Background: an optimization exercise with open tools, aiming at a short achievable clock period and few clock cycles. Do not read the settings as production practice. Where RTL was checked, it was by simulation tests only, not by an equivalence proof against the original. Power is estimated from default activity; no workload was simulated.

==> v32: inputs <==
==> flow/design.v <==
`timescale 1ns / 1ps
module CPU(
    input clk,
    input rst,
    output [31:0] imem_addr,
    input  [31:0] imem_rdata,
    output [31:0] dmem_addr,
    output [31:0] dmem_wdata,
    output dmem_we,
    input  [31:0] dmem_rdata
    );
    wire        stall;         
    wire        mis;           
    wire [31:0] mis_pc;        
    wire [9:0]  f_idx;
    wire [9:0]  ras_top;
    wire [31:0] f_pc;          
    InstGetter getter (
        .clk(clk),
        .rst(rst),
        .inst(imem_rdata),
        .stall(stall),
        .mis(mis),
        .mis_pc(mis_pc),
        .idx(f_idx),
        .ras_top(ras_top)
    );
    assign imem_addr = {20'b0, f_idx, 2'b00};
    reg         d_valid;
    reg  [31:0] d_ir;
    reg  [31:0] d_pc;
    reg  [9:0]  d_ras;
    reg  [31:0] r_pc;          
    always @(posedge clk or posedge rst)
        if (rst) begin
            d_valid <= 1'b0;
            r_pc <= 32'b0;
        end else begin
            if (mis) begin
                d_valid <= 1'b0;
                r_pc <= mis_pc;
            end else if (!stall)
                d_valid <= 1'b1;
        end
    always @(posedge clk)
        if (!stall) begin
            d_ir  <= imem_rdata;
            d_pc  <= f_pc;
            d_ras <= ras_top;
        end
    wire [4:0]  rs = d_ir[25:21];
    wire [4:0]  rt = d_ir[20:16];
    wire        c_wr, c_load, c_store, c_br, c_bne, c_jr, c_j, c_link;
    wire        c_use_rs, c_use_rt, c_bimm, c_pred;
    wire [4:0]  c_rd;
    wire [31:0] c_imm;
    wire [8:0]  c_alu;
    Controller controller (
        .inst(d_ir),
        .wr(c_wr), .rd(c_rd), .load(c_load), .store(c_store),
        .br(c_br), .bne(c_bne), .pred(c_pred), .jr(c_jr), .j(c_j), .link(c_link),
        .use_rs(c_use_rs), .use_rt(c_use_rt), .bimm(c_bimm), .imm(c_imm),
        .alu(c_alu)
    );
    wire [31:0] pc4   = d_pc + 32'd4;
    wire [31:0] pcbr  = pc4 + {c_imm[29:0], 2'b00};
    wire [31:0] pcjr  = {d_pc[31:12], d_ras, 2'b00};
    wire [31:0] id_next = c_j ? {pc4[31:28], d_ir[25:0], 2'b00} :
                          (c_br & c_pred) ? pcbr :
                          (c_jr & rs == 5'd31) ? pcjr : pc4;
    assign f_pc = d_valid ? id_next : r_pc;
    reg         w_wr;
    reg  [4:0]  w_rd;
    reg  [31:0] w_res;
    wire [31:0] rf_a, rf_b;
    RegHeap regs (
        .clk(clk),
        .rst(rst),
        .WriteReg(w_wr),
        .addrA(rs),
        .addrB(rt),
        .addrW(w_rd),
        .dataW(w_res),
        .dataA(rf_a),
        .dataB(rf_b)
    );
    wire [31:0] id_a = (w_wr && w_rd == rs) ? w_res : rf_a;
    wire [31:0] id_t = (w_wr && w_rd == rt) ? w_res : rf_b;
    reg         e_wr, e_load, e_store, e_br, e_bne, e_pred, e_jr, e_link;
    reg  [4:0]  e_rd;
    reg         m_wr, m_load;
    reg  [4:0]  m_rd;
    wire        d_wr = d_valid & c_wr;
    assign stall = d_valid & e_load & e_wr &
                   ((c_use_rs & rs == e_rd) | (c_use_rt & rt == e_rd));
    wire fa_m = e_wr & (e_rd == rs);
    wire fa_w = m_wr & (m_rd == rs);
    wire ft_m = e_wr & (e_rd == rt);
    wire ft_w = m_wr & (m_rd == rt);
    reg  [31:0] e_a, e_b, e_t, e_alt, e_pnext, e_link_v;
    reg  [8:0]  e_alu;
    reg         e_fa_m, e_fa_w, e_fb_m, e_fb_w, e_ft_m, e_ft_w;
    wire        bubble = !d_valid | stall | mis;
    always @(posedge clk or posedge rst)
        if (rst) begin
            {e_wr, e_load, e_store, e_br, e_bne, e_pred, e_jr, e_link} <= 8'b0;
            e_rd <= 5'b0;
            e_alu <= 9'b0;
            {e_fa_m, e_fa_w, e_fb_m, e_fb_w, e_ft_m, e_ft_w} <= 6'b0;
        end else if (bubble) begin
            {e_wr, e_load, e_store, e_br, e_bne, e_pred, e_jr, e_link} <= 8'b0;
            e_rd <= 5'b0;
            e_alu <= 9'b0;
            {e_fa_m, e_fa_w, e_fb_m, e_fb_w, e_ft_m, e_ft_w} <= 6'b0;
        end else begin
            e_wr <= c_wr;
            e_load <= c_load;
            e_store <= c_store;
            e_br <= c_br;
            e_bne <= c_bne;
            e_pred <= c_pred;
            e_jr <= c_jr;
            e_link <= c_link;
            e_rd <= c_rd;
            e_alu <= c_alu;
            e_fa_m <= fa_m;
            e_fa_w <= fa_w & !fa_m;
            e_fb_m <= !c_bimm & ft_m;
            e_fb_w <= !c_bimm & ft_w & !ft_m;
            e_ft_m <= ft_m;
            e_ft_w <= ft_w & !ft_m;
        end
    always @(posedge clk) begin
        e_a <= id_a;
        e_b <= c_bimm ? c_imm : id_t;
        e_t <= id_t;
        e_alt <= c_pred ? pc4 : pcbr;
        e_pnext <= id_next;
        e_link_v <= pc4;
    end
    reg  [31:0] m_res;
    wire [31:0] A = e_fa_m ? m_res : e_fa_w ? w_res : e_a;
    wire [31:0] B = e_fb_m ? m_res : e_fb_w ? w_res : e_b;
    wire [31:0] T = e_ft_m ? m_res : e_ft_w ? w_res : e_t;
    wire [31:0] alu_f, alu_sum;
    SimpleALU alu (
        .op(e_alu),
        .A(A),
        .B(B),
        .link(e_link_v),
        .F(alu_f),
        .sum(alu_sum)
    );
    wire eq = (A == T);
    wire br_mis = e_br & ((eq ^ e_bne) ^ e_pred);
    wire jr_mis = e_jr & (A != e_pnext);
    assign mis = br_mis | jr_mis;
    assign mis_pc = e_jr ? A : e_alt;
    reg  [31:0] m_addr, m_wdata;
    reg         m_we;
    always @(posedge clk or posedge rst)
        if (rst) begin
            m_wr <= 1'b0;
            m_load <= 1'b0;
            m_we <= 1'b0;
            m_rd <= 5'b0;
        end else begin
            m_wr <= e_wr;
            m_load <= e_load;
            m_we <= e_store;
            m_rd <= e_rd;
        end
    always @(posedge clk) begin
        m_res <= alu_f;
        m_addr <= alu_sum;
        m_wdata <= T;
    end
    assign dmem_addr = m_addr;
    assign dmem_wdata = m_wdata;
    assign dmem_we = m_we;
    always @(posedge clk or posedge rst)
        if (rst) begin
            w_wr <= 1'b0;
            w_rd <= 5'b0;
        end else begin
            w_wr <= m_wr;
            w_rd <= m_rd;
        end
    always @(posedge clk)
        w_res <= m_load ? dmem_rdata : m_res;
endmodule
`timescale 1ns / 1ps
module InstGetter(
    input clk,
    input rst,
    input [31:0] inst,
    input stall,
    input mis,
    input [31:0] mis_pc,
    output [9:0] idx,
    output [9:0] ras_top
    );
    reg  [9:0] idx_r;
    assign idx = idx_r;
    wire [5:0] op = inst[31:26];
    wire is_j   = op[5:1] == 5'b00001;
    wire is_jal = op == 6'b000011;
    wire is_br  = op[5:1] == 5'b00010;
    wire br_tk  = is_br & ((inst[25:21] == inst[20:16]) ^ op[0]);
    wire is_ret = op == 6'b000000 && inst[5:0] == 6'b001000 && inst[25:21] == 5'd31;
    reg  [9:0] ras0, ras1, ras2, ras3;      
    reg  [9:0] cr0, cr1, cr2, cr3;          
    wire [9:0] seq = idx + 10'd1;
    wire [9:0] tgt = seq + inst[9:0];
    wire [9:0] nxt = is_j ? inst[9:0] : br_tk ? tgt : is_ret ? ras0 : seq;
    assign ras_top = ras0;
    reg        e_push, e_pop;
    reg  [9:0] e_ret;
    reg        d_push, d_pop;
    reg  [9:0] d_ret;
    wire [9:0] cn0 = e_push ? e_ret : e_pop ? cr1 : cr0;
    wire [9:0] cn1 = e_push ? cr0   : e_pop ? cr2 : cr1;
    wire [9:0] cn2 = e_push ? cr1   : e_pop ? cr3 : cr2;
    wire [9:0] cn3 = e_push ? cr2   : e_pop ? 10'd0 : cr3;
    always @(posedge clk or posedge rst)
        if (rst) begin
            idx_r <= 10'd0;
            {ras0, ras1, ras2, ras3} <= 40'b0;
            {cr0, cr1, cr2, cr3} <= 40'b0;
            {d_push, d_pop, e_push, e_pop} <= 4'b0;
            d_ret <= 10'd0;
            e_ret <= 10'd0;
        end else begin
            idx_r <= mis ? mis_pc[11:2] : stall ? idx : nxt;
            {cr0, cr1, cr2, cr3} <= {cn0, cn1, cn2, cn3};
            if (mis) begin
                {ras0, ras1, ras2, ras3} <= {cn0, cn1, cn2, cn3};
                {d_push, d_pop, e_push, e_pop} <= 4'b0;
            end else if (stall) begin
                e_push <= 1'b0;
                e_pop <= 1'b0;
            end else begin
                if (is_jal) {ras0, ras1, ras2, ras3} <= {seq, ras0, ras1, ras2};
                else if (is_ret) {ras0, ras1, ras2, ras3} <= {ras1, ras2, ras3, 10'd0};
                d_push <= is_jal;
                d_pop <= is_ret;
                d_ret <= seq;
                e_push <= d_push;
                e_pop <= d_pop;
                e_ret <= d_ret;
            end
        end
endmodule
`timescale 1ns / 1ps
module Controller(
    input [31:0] inst,
    output wr,
    output [4:0] rd,
    output load,
    output store,
    output br,
    output bne,
    output pred,
    output jr,
    output j,
    output link,
    output use_rs,
    output use_rt,
    output bimm,
    output [31:0] imm,
    output reg [8:0] alu
);
    wire [5:0] op = inst[31:26];
    wire [5:0] fn = inst[5:0];
    wire rtype = op == 6'b000000;
    wire itype = op[5:3] == 3'b001;
    assign load  = op == 6'b100011;
    assign store = op == 6'b101011;
    assign br    = op[5:1] == 5'b00010;
    assign bne   = op[0];
    assign pred  = br & ((inst[25:21] == inst[20:16]) ^ op[0]);
    assign jr    = rtype & fn == 6'b001000;
    assign j     = op[5:1] == 5'b00001;
    assign link  = op == 6'b000011;
    assign rd = rtype ? inst[15:11] : link ? 5'd31 : inst[20:16];
    assign wr = (rtype | itype | load | link) & (rd != 5'd0);
    assign use_rs = rtype | itype | load | store | br;
    assign use_rt = rtype | store | br;
    assign bimm   = itype | load | store;
    wire sext = !itype | op[2:0] == 3'b000;
    assign imm = {sext & inst[15] ? 16'hffff : 16'h0000, inst[15:0]};
    always @(*) begin
        alu = 9'b0;
        if (link) alu[8] = 1'b1;
        else if (rtype)
            casez (fn)
                6'b100000: alu[0] = 1'b1;
                6'b100010: alu[1] = 1'b1;
                6'b100100: alu[2] = 1'b1;
                6'b100101: alu[3] = 1'b1;
                6'b100110: alu[4] = 1'b1;
                6'b100111: alu[5] = 1'b1;
                6'b101011: alu[6] = 1'b1;
                6'b000100: alu[7] = 1'b1;
                default:   alu[2] = 1'b1;
            endcase
        else if (itype)
            case (op[2:0])
                3'b000:  alu[0] = 1'b1;
                3'b110:  alu[4] = 1'b1;
                3'b011:  alu[6] = 1'b1;
                default: alu[2] = 1'b1;
            endcase
        else alu[0] = 1'b1;
    end
endmodule
`timescale 1ns / 1ps
module SimpleALU(
    input [8:0] op,
    input [31:0] A,
    input [31:0] B,
    input [31:0] link,
    output [31:0] F,
    output [31:0] sum
    );
    assign sum = A + B;
    wire [31:0] diff = A - B;
    wire        lt = A < B;
    wire [31:0] shl = (|A[31:5]) ? 32'b0 : (B << A[4:0]);
    assign F = ({32{op[0]}} & sum)
             | ({32{op[1]}} & diff)
             | ({32{op[2]}} & (A & B))
             | ({32{op[3]}} & (A | B))
             | ({32{op[4]}} & (A ^ B))
             | ({32{op[5]}} & ~(A | B))
             | ({32{op[6]}} & {31'b0, lt})
             | ({32{op[7]}} & shl)
             | ({32{op[8]}} & link);
endmodule
`timescale 1ns / 1ps
module RegHeap(
    input [4:0] addrA,
    input [4:0] addrB,
    input [4:0] addrW,
    input [31:0] dataW,
    input WriteReg,
    input clk,
    input rst,
    output [31:0] dataA,
    output [31:0] dataB
    );
    reg [31:0] heap[31:1];
    reg [31:1] written;
    assign dataA = (addrA == 5'd0 || !written[addrA]) ? 32'b0 : heap[addrA];
    assign dataB = (addrB == 5'd0 || !written[addrB]) ? 32'b0 : heap[addrB];
    always @(posedge clk or posedge rst)
        if (rst) written <= 31'b0;
        else if (WriteReg && addrW != 5'd0) written[addrW] <= 1'b1;
    always @(posedge clk)
        if (WriteReg && addrW != 5'd0) heap[addrW] <= dataW;
endmodule
==> flow/run.sh <==
#!/bin/bash
# synth_recipe.tcl (not shown) runs the flow's synth.tcl, then flattens the netlist and writes it again
# the make line also repeats each setting of config.mk as NAME=value (left out here)
make -C /OpenROAD-flow-scripts/flow DESIGN_CONFIG=/design/flow/config.mk WORK_HOME=/design/flow/orfs CLKGATE_MAP_FILE= SYNTH_SCRIPT=/design/flow/synth_recipe.tcl finish
==> flow/config.mk <==
export PLATFORM = sky130hd
export DESIGN_NAME = CPU
export DESIGN_NICKNAME = CPU
export VERILOG_FILES = /design/flow/design.v
export SDC_FILE = /design/flow/constraint.sdc
export NUM_CORES = 4
export LEC_CHECK = 0
export ABC_CLOCK_PERIOD_IN_PS = 3000
export CAP_MARGIN = 20
export CORE_MARGIN = 2
export CORE_UTILIZATION = 40
export SETUP_SLACK_MARGIN = 5
export SLEW_MARGIN = 20
==> flow/constraint.sdc <==
create_clock -name core_clock -period 11.0 [get_ports {clk}]
set_input_delay 2.2000 -clock core_clock [delete_from_list [all_inputs] [get_ports {clk}]]
set_output_delay 2.2000 -clock core_clock [all_outputs]
set_load 0.01 [all_outputs]
==> v11 (differences from v32) <==
==> flow/design.v, changed modules only <==
module CPU(
    input clk,
    input rst,
    output [31:0] imem_addr,
    input  [31:0] imem_rdata,
    output [31:0] dmem_addr,
    output [31:0] dmem_wdata,
    output dmem_we,
    input  [31:0] dmem_rdata
    );
    wire        stall;         
    wire        ex_mis;        
    wire        id_mis;        
    wire        mis = ex_mis | id_mis;
    wire [31:0] mis_pc;        
    wire [9:0]  f_idx;
    wire        f_jrp_v;
    wire [9:0]  f_jrp;
    wire [31:0] f_pc;          
    wire        li_v;
    wire [4:0]  li_rd;
    wire [9:0]  li_idx;
    InstGetter getter (
        .clk(clk),
        .rst(rst),
        .inst(imem_rdata),
        .stall(stall),
        .mis(mis),
        .mis_pc(mis_pc),
        .li_v(li_v),
        .li_rd(li_rd),
        .li_idx(li_idx),
        .idx(f_idx),
        .jrp_v(f_jrp_v),
        .jrp(f_jrp)
    );
    assign imem_addr = {20'b0, f_idx, 2'b00};
    reg         d_valid;
    reg  [31:0] d_ir;
    reg  [31:0] d_pc;
    reg  [31:0] d_boff;        
    reg         d_jrp_v;
    reg  [9:0]  d_jrp;
    reg  [31:0] r_pc;          
    always @(posedge clk or posedge rst)
        if (rst) begin
            d_valid <= 1'b0;
            r_pc <= 32'b0;
        end else begin
            if (mis) begin
                d_valid <= 1'b0;
                r_pc <= mis_pc;
            end else if (!stall)
                d_valid <= 1'b1;
        end
    always @(posedge clk)
        if (!stall) begin
            d_ir    <= imem_rdata;
            d_pc    <= f_pc;
            d_boff  <= {{14{imem_rdata[15]}}, imem_rdata[15:0], 2'b00} + 32'd4;
            d_jrp_v <= f_jrp_v;
            d_jrp   <= f_jrp;
        end
    wire [4:0]  rs = d_ir[25:21];
    wire [4:0]  rt = d_ir[20:16];
    wire        c_wr, c_load, c_store, c_br, c_bne, c_jr, c_j, c_link;
    wire        c_use_rs, c_use_rt, c_bimm, c_pred;
    wire [4:0]  c_rd;
    wire [31:0] c_imm;
    wire [8:0]  c_alu;
    Controller controller (
        .inst(d_ir),
        .wr(c_wr), .rd(c_rd), .load(c_load), .store(c_store),
        .br(c_br), .bne(c_bne), .pred(c_pred), .jr(c_jr), .j(c_j), .link(c_link),
        .use_rs(c_use_rs), .use_rt(c_use_rt), .bimm(c_bimm), .imm(c_imm),
        .alu(c_alu)
    );
    assign li_v = d_valid & d_ir[31:26] == 6'b001000 & rs == 5'd0 & rt != 5'd0;
    assign li_rd = rt;
    assign li_idx = d_ir[11:2];
    wire [31:0] pc4   = d_pc + 32'd4;
    wire [31:0] pcbr  = d_pc + d_boff;
    wire [31:0] pcjr  = {d_pc[31:12], d_jrp, 2'b00};
    wire [31:0] id_next = c_j ? {pc4[31:28], d_ir[25:0], 2'b00} :
                          (c_br & c_pred) ? pcbr :
                          (c_jr & d_jrp_v) ? pcjr : pc4;
    wire [31:0] id_alt = c_pred ? pc4 : pcbr;
    assign f_pc = d_valid ? id_next : r_pc;
    reg         w_wr;
    reg  [4:0]  w_rd;
    reg  [31:0] w_res;
    wire [31:0] rf_a, rf_b;
    RegHeap regs (
        .clk(clk),
        .rst(rst),
        .WriteReg(w_wr),
        .addrA(rs),
        .addrB(rt),
        .addrW(w_rd),
        .dataW(w_res),
        .dataA(rf_a),
        .dataB(rf_b)
    );
    wire [31:0] id_a = (w_wr && w_rd == rs) ? w_res : rf_a;
    wire [31:0] id_t = (w_wr && w_rd == rt) ? w_res : rf_b;
    reg         e_wr, e_load, e_store, e_br, e_bne, e_pred, e_jr, e_link, e_addi;
    reg  [4:0]  e_rd;
    reg  [31:0] e_a, e_b, e_t;
    reg         m_wr, m_load;
    reg  [4:0]  m_rd;
    reg  [31:0] m_res;
    wire [31:0] alu_f;
    assign stall = d_valid & e_load & e_wr &
                   ((c_use_rs & rs == e_rd) | (c_use_rt & rt == e_rd));
    wire fa_e = e_wr & (e_rd == rs);
    wire fa_m = m_wr & (m_rd == rs);
    wire ft_e = e_wr & (e_rd == rt);
    wire ft_m = m_wr & (m_rd == rt);
    wire [31:0] mem_v = m_load ? dmem_rdata : m_res;
    wire [31:0] nx_a = fa_e ? alu_f : fa_m ? mem_v : id_a;
    wire [31:0] nx_t = ft_e ? alu_f : ft_m ? mem_v : id_t;
    reg  [31:0] e_negimm;
    wire        fz = e_addi & ((rt == 5'd0 & fa_e) | (rs == 5'd0 & ft_e));
    wire        fz_eq = (e_a == e_negimm);
    assign id_mis = d_valid & c_br & fz & ((fz_eq ^ c_bne) ^ c_pred) & !ex_mis;
    reg  [31:0] e_alt, e_pnext, e_link_v;
    reg  [8:0]  e_alu;
    wire        bubble = !d_valid | stall | ex_mis;
    always @(posedge clk or posedge rst)
        if (rst) begin
            {e_wr, e_load, e_store, e_br, e_bne, e_pred, e_jr, e_link, e_addi} <= 9'b0;
            e_rd <= 5'b0;
            e_alu <= 9'b0;
        end else if (bubble) begin
            {e_wr, e_load, e_store, e_br, e_bne, e_pred, e_jr, e_link, e_addi} <= 9'b0;
            e_rd <= 5'b0;
            e_alu <= 9'b0;
        end else begin
            e_wr <= c_wr;
            e_load <= c_load;
            e_store <= c_store;
            e_br <= c_br & !fz;
            e_bne <= c_bne;
            e_pred <= c_pred;
            e_jr <= c_jr;
            e_link <= c_link;
            e_addi <= c_wr & c_bimm & c_alu[0] & !c_load & !c_store;
            e_rd <= c_rd;
            e_alu <= c_alu;
        end
    always @(posedge clk) begin
        e_a <= nx_a;
        e_b <= c_bimm ? c_imm : nx_t;
        e_t <= nx_t;
        e_alt <= id_alt;
        e_pnext <= id_next;
        e_link_v <= pc4;
        e_negimm <= 32'd0 - c_imm;
    end
    wire [31:0] alu_sum;
    SimpleALU alu (
        .op(e_alu),
        .A(e_a),
        .B(e_b),
        .link(e_link_v),
        .F(alu_f),
        .sum(alu_sum)
    );
    wire eq = (e_a == e_t);
    wire br_mis = e_br & ((eq ^ e_bne) ^ e_pred);
    wire jr_mis = e_jr & (e_a != e_pnext);
    assign ex_mis = br_mis | jr_mis;
    assign mis_pc = !ex_mis ? id_alt : e_jr ? e_a : e_alt;
    reg  [31:0] m_addr, m_wdata;
    reg         m_we;
    always @(posedge clk or posedge rst)
        if (rst) begin
            m_wr <= 1'b0;
            m_load <= 1'b0;
            m_we <= 1'b0;
            m_rd <= 5'b0;
        end else begin
            m_wr <= e_wr;
            m_load <= e_load;
            m_we <= e_store;
            m_rd <= e_rd;
        end
    always @(posedge clk) begin
        m_res <= alu_f;
        m_addr <= alu_sum;
        m_wdata <= e_t;
    end
    assign dmem_addr = m_addr;
    assign dmem_wdata = m_wdata;
    assign dmem_we = m_we;
    always @(posedge clk or posedge rst)
        if (rst) begin
            w_wr <= 1'b0;
            w_rd <= 5'b0;
        end else begin
            w_wr <= m_wr;
            w_rd <= m_rd;
        end
    always @(posedge clk)
        w_res <= mem_v;
endmodule
module InstGetter(
    input clk,
    input rst,
    input [31:0] inst,
    input stall,
    input mis,
    input [31:0] mis_pc,
    input li_v,              
    input [4:0] li_rd,
    input [9:0] li_idx,      
    output [9:0] idx,
    output jrp_v,            
    output [9:0] jrp
    );
    reg  [9:0] idx_r;
    assign idx = idx_r;
    wire [5:0] op = inst[31:26];
    wire is_j   = op[5:1] == 5'b00001;
    wire is_jal = op == 6'b000011;
    wire is_br  = op[5:1] == 5'b00010;
    wire br_tk  = is_br & ((inst[25:21] == inst[20:16]) ^ op[0]);
    wire is_jr  = op == 6'b000000 && inst[5:0] == 6'b001000;
    wire is_ret = is_jr && inst[25:21] == 5'd31;
    wire is_jli = is_jr && li_v && inst[25:21] == li_rd;
    reg  [9:0] ras0, ras1, ras2, ras3;      
    reg  [9:0] cr0, cr1, cr2, cr3;          
    wire [9:0] seq = idx + 10'd1;
    wire [9:0] tgt = seq + inst[9:0];
    assign jrp_v = is_jli | is_ret;
    assign jrp = is_jli ? li_idx : ras0;
    wire [9:0] nxt = is_j ? inst[9:0] : br_tk ? tgt : jrp_v ? jrp : seq;
    reg        e_push, e_pop;
    reg  [9:0] e_ret;
    reg        d_push, d_pop;
    reg  [9:0] d_ret;
    wire [9:0] cn0 = e_push ? e_ret : e_pop ? cr1 : cr0;
    wire [9:0] cn1 = e_push ? cr0   : e_pop ? cr2 : cr1;
    wire [9:0] cn2 = e_push ? cr1   : e_pop ? cr3 : cr2;
    wire [9:0] cn3 = e_push ? cr2   : e_pop ? 10'd0 : cr3;
    always @(posedge clk or posedge rst)
        if (rst) begin
            idx_r <= 10'd0;
            {ras0, ras1, ras2, ras3} <= 40'b0;
            {cr0, cr1, cr2, cr3} <= 40'b0;
            {d_push, d_pop, e_push, e_pop} <= 4'b0;
            d_ret <= 10'd0;
            e_ret <= 10'd0;
        end else begin
            idx_r <= mis ? mis_pc[11:2] : stall ? idx : nxt;
            {cr0, cr1, cr2, cr3} <= {cn0, cn1, cn2, cn3};
            if (mis) begin
                {ras0, ras1, ras2, ras3} <= {cn0, cn1, cn2, cn3};
                {d_push, d_pop, e_push, e_pop} <= 4'b0;
            end else if (stall) begin
                e_push <= 1'b0;
                e_pop <= 1'b0;
            end else begin
                if (is_jal) {ras0, ras1, ras2, ras3} <= {seq, ras0, ras1, ras2};
                else if (is_ret) {ras0, ras1, ras2, ras3} <= {ras1, ras2, ras3, 10'd0};
                d_push <= is_jal;
                d_pop <= is_ret;
                d_ret <= seq;
                e_push <= d_push;
                e_pop <= d_pop;
                e_ret <= d_ret;
            end
        end
endmodule
==> flow/flow/run.sh (new file) <==
#!/bin/bash
# Standard layout, with the resizer's setup repair aiming further below the
# clock period (same clock and constraints; only repair_timing's margin).
set -euo pipefail
bash standard.sh SETUP_SLACK_MARGIN=7.5 finish > standard_flow.log 2>&1
==> flow/standard.sh (new file) <==
#!/bin/bash
# synth_recipe.tcl (not shown) runs the flow's synth.tcl, then flattens the netlist and writes it again
# the make line also repeats each setting of config.mk as NAME=value (left out here)
make -C /OpenROAD-flow-scripts/flow DESIGN_CONFIG=/design/flow/config.mk WORK_HOME=/design/flow/orfs CLKGATE_MAP_FILE= SYNTH_SCRIPT=/design/flow/synth_recipe.tcl "${@:-finish}"
removed: flow/run.sh
==> v34 (differences from v32) <==
ABC_CLOCK_PERIOD_IN_PS = default   (was 3000)
SETUP_SLACK_MARGIN = 0.5   (was 5)
==> comparison <==
The lowest cell area belongs to v34, the highest to v11.
Between v11 and v34, the lower synthesized area is in v34 (gap 3.3%, measured against v34).
Register-to-register slack, lowest first: v34, v32, v11.
The highest total power belongs to v11, the lowest to v32.
The lowest non-clock buffer count belongs to v34, the highest to v11.
The lowest hold slack belongs to v11, the highest to v32.
Utilization: v34 is lower than v11 (2.3 points).
Combinational power is about the same in v32 and v34.
==> figures <==
Utilization after layout: v11 47.5%; v34 45.2%; v32 45.2%
Delay of the slowest cell on the worst path: v11 0.80 ns; v34 0.70 ns; v32 0.65 ns
Capturing element of the worst setup path: v11 getter.idx_r[9]$_DFFE_PP0P_; v34 m_res[28]$_DFF_P_; v32 m_res[28]$_DFF_P_
Worst supply voltage drop on vdd: v11 136 uV; v34 168 uV; v32 192 uV
Sum of met2 wire segment lengths after detailed routing: v11 135000 um; v34 124000 um; v32 121000 um
Minimum hold slack: v11 0.346 ns; v34 0.356 ns; v32 0.369 ns
Buffers and inverters on the worst path: v11 2; v34 4; v32 4
Number of enable-type register cells in the synthesized netlist: v11 1084; v34 1066; v32 1066
Gate power share: v11 25.0%; v34 22.1%; v32 22.3%
Width of the die: v11 461 um; v34 454 um; v32 454 um
Combinational power: v11 4.94 mW; v34 3.97 mW; v32 4.00 mW
Detailed Route Iter0 Violations: v11 7995; v34 6762; v32 6438
Outcome: v11 complete, no violations; v34 complete, no violations; v32 complete, no violations
Smallest setup slack after layout: v11 7.26 ns; v34 4.79 ns; v32 5.23 ns
Final period utilization: v11 34.0%; v34 56.5%; v32 52.5%
Net Sw Frac: v11 33.0%; v34 31.7%; v32 31.5%
Clock transition time at the flip-flop clock pins of the worst setup and hold paths: v11 0.06 ns; v34 0.06 ns; v32 0.07 ns
Cell area after placement: v11 88300 sq um; v34 85400 sq um; v32 85500 sq um
Testbench counts of v11, summed over its fixed seeds: cycles 435,520.
Function not checked in v32 and v34: the RTL went through the layout flow alone.

==> re-timing with driven ports <==
How much do the figures lean on ideal ports? The routed layouts below were timed once more, with nothing changed but the port constraints.
Step 1 (the two cells are an assumption about what drives the block):
set clk [get_ports {clk}]
set_driving_cell -lib_cell sky130_fd_sc_hd__clkbuf_16 $clk
set_driving_cell -lib_cell sky130_fd_sc_hd__buf_2 [delete_from_list [all_inputs] $clk]
Step 2, shift: input delay + t, output delay - t, t = (earliest + latest rising clock arrival at the registers) / 2. This alone moves slack from input paths to output paths.
Slacks: ideal ports / drivers / drivers and shift; pairs: ideal ports / drivers.
run	t (ns)	setup slack, ns	worst setup path after step 2
v32	0.911	5.230 / 5.230 / 5.230	register to register
v11	0.926	7.264 / 7.247 / 6.419	input to register
v34	0.908	4.788 / 4.788 / 4.788	register to register
After both steps setup and hold are still met in every run listed. For v11, which loses most, drivers alone change the setup slack by -0.017 ns; drivers and shift together by -0.845 ns.
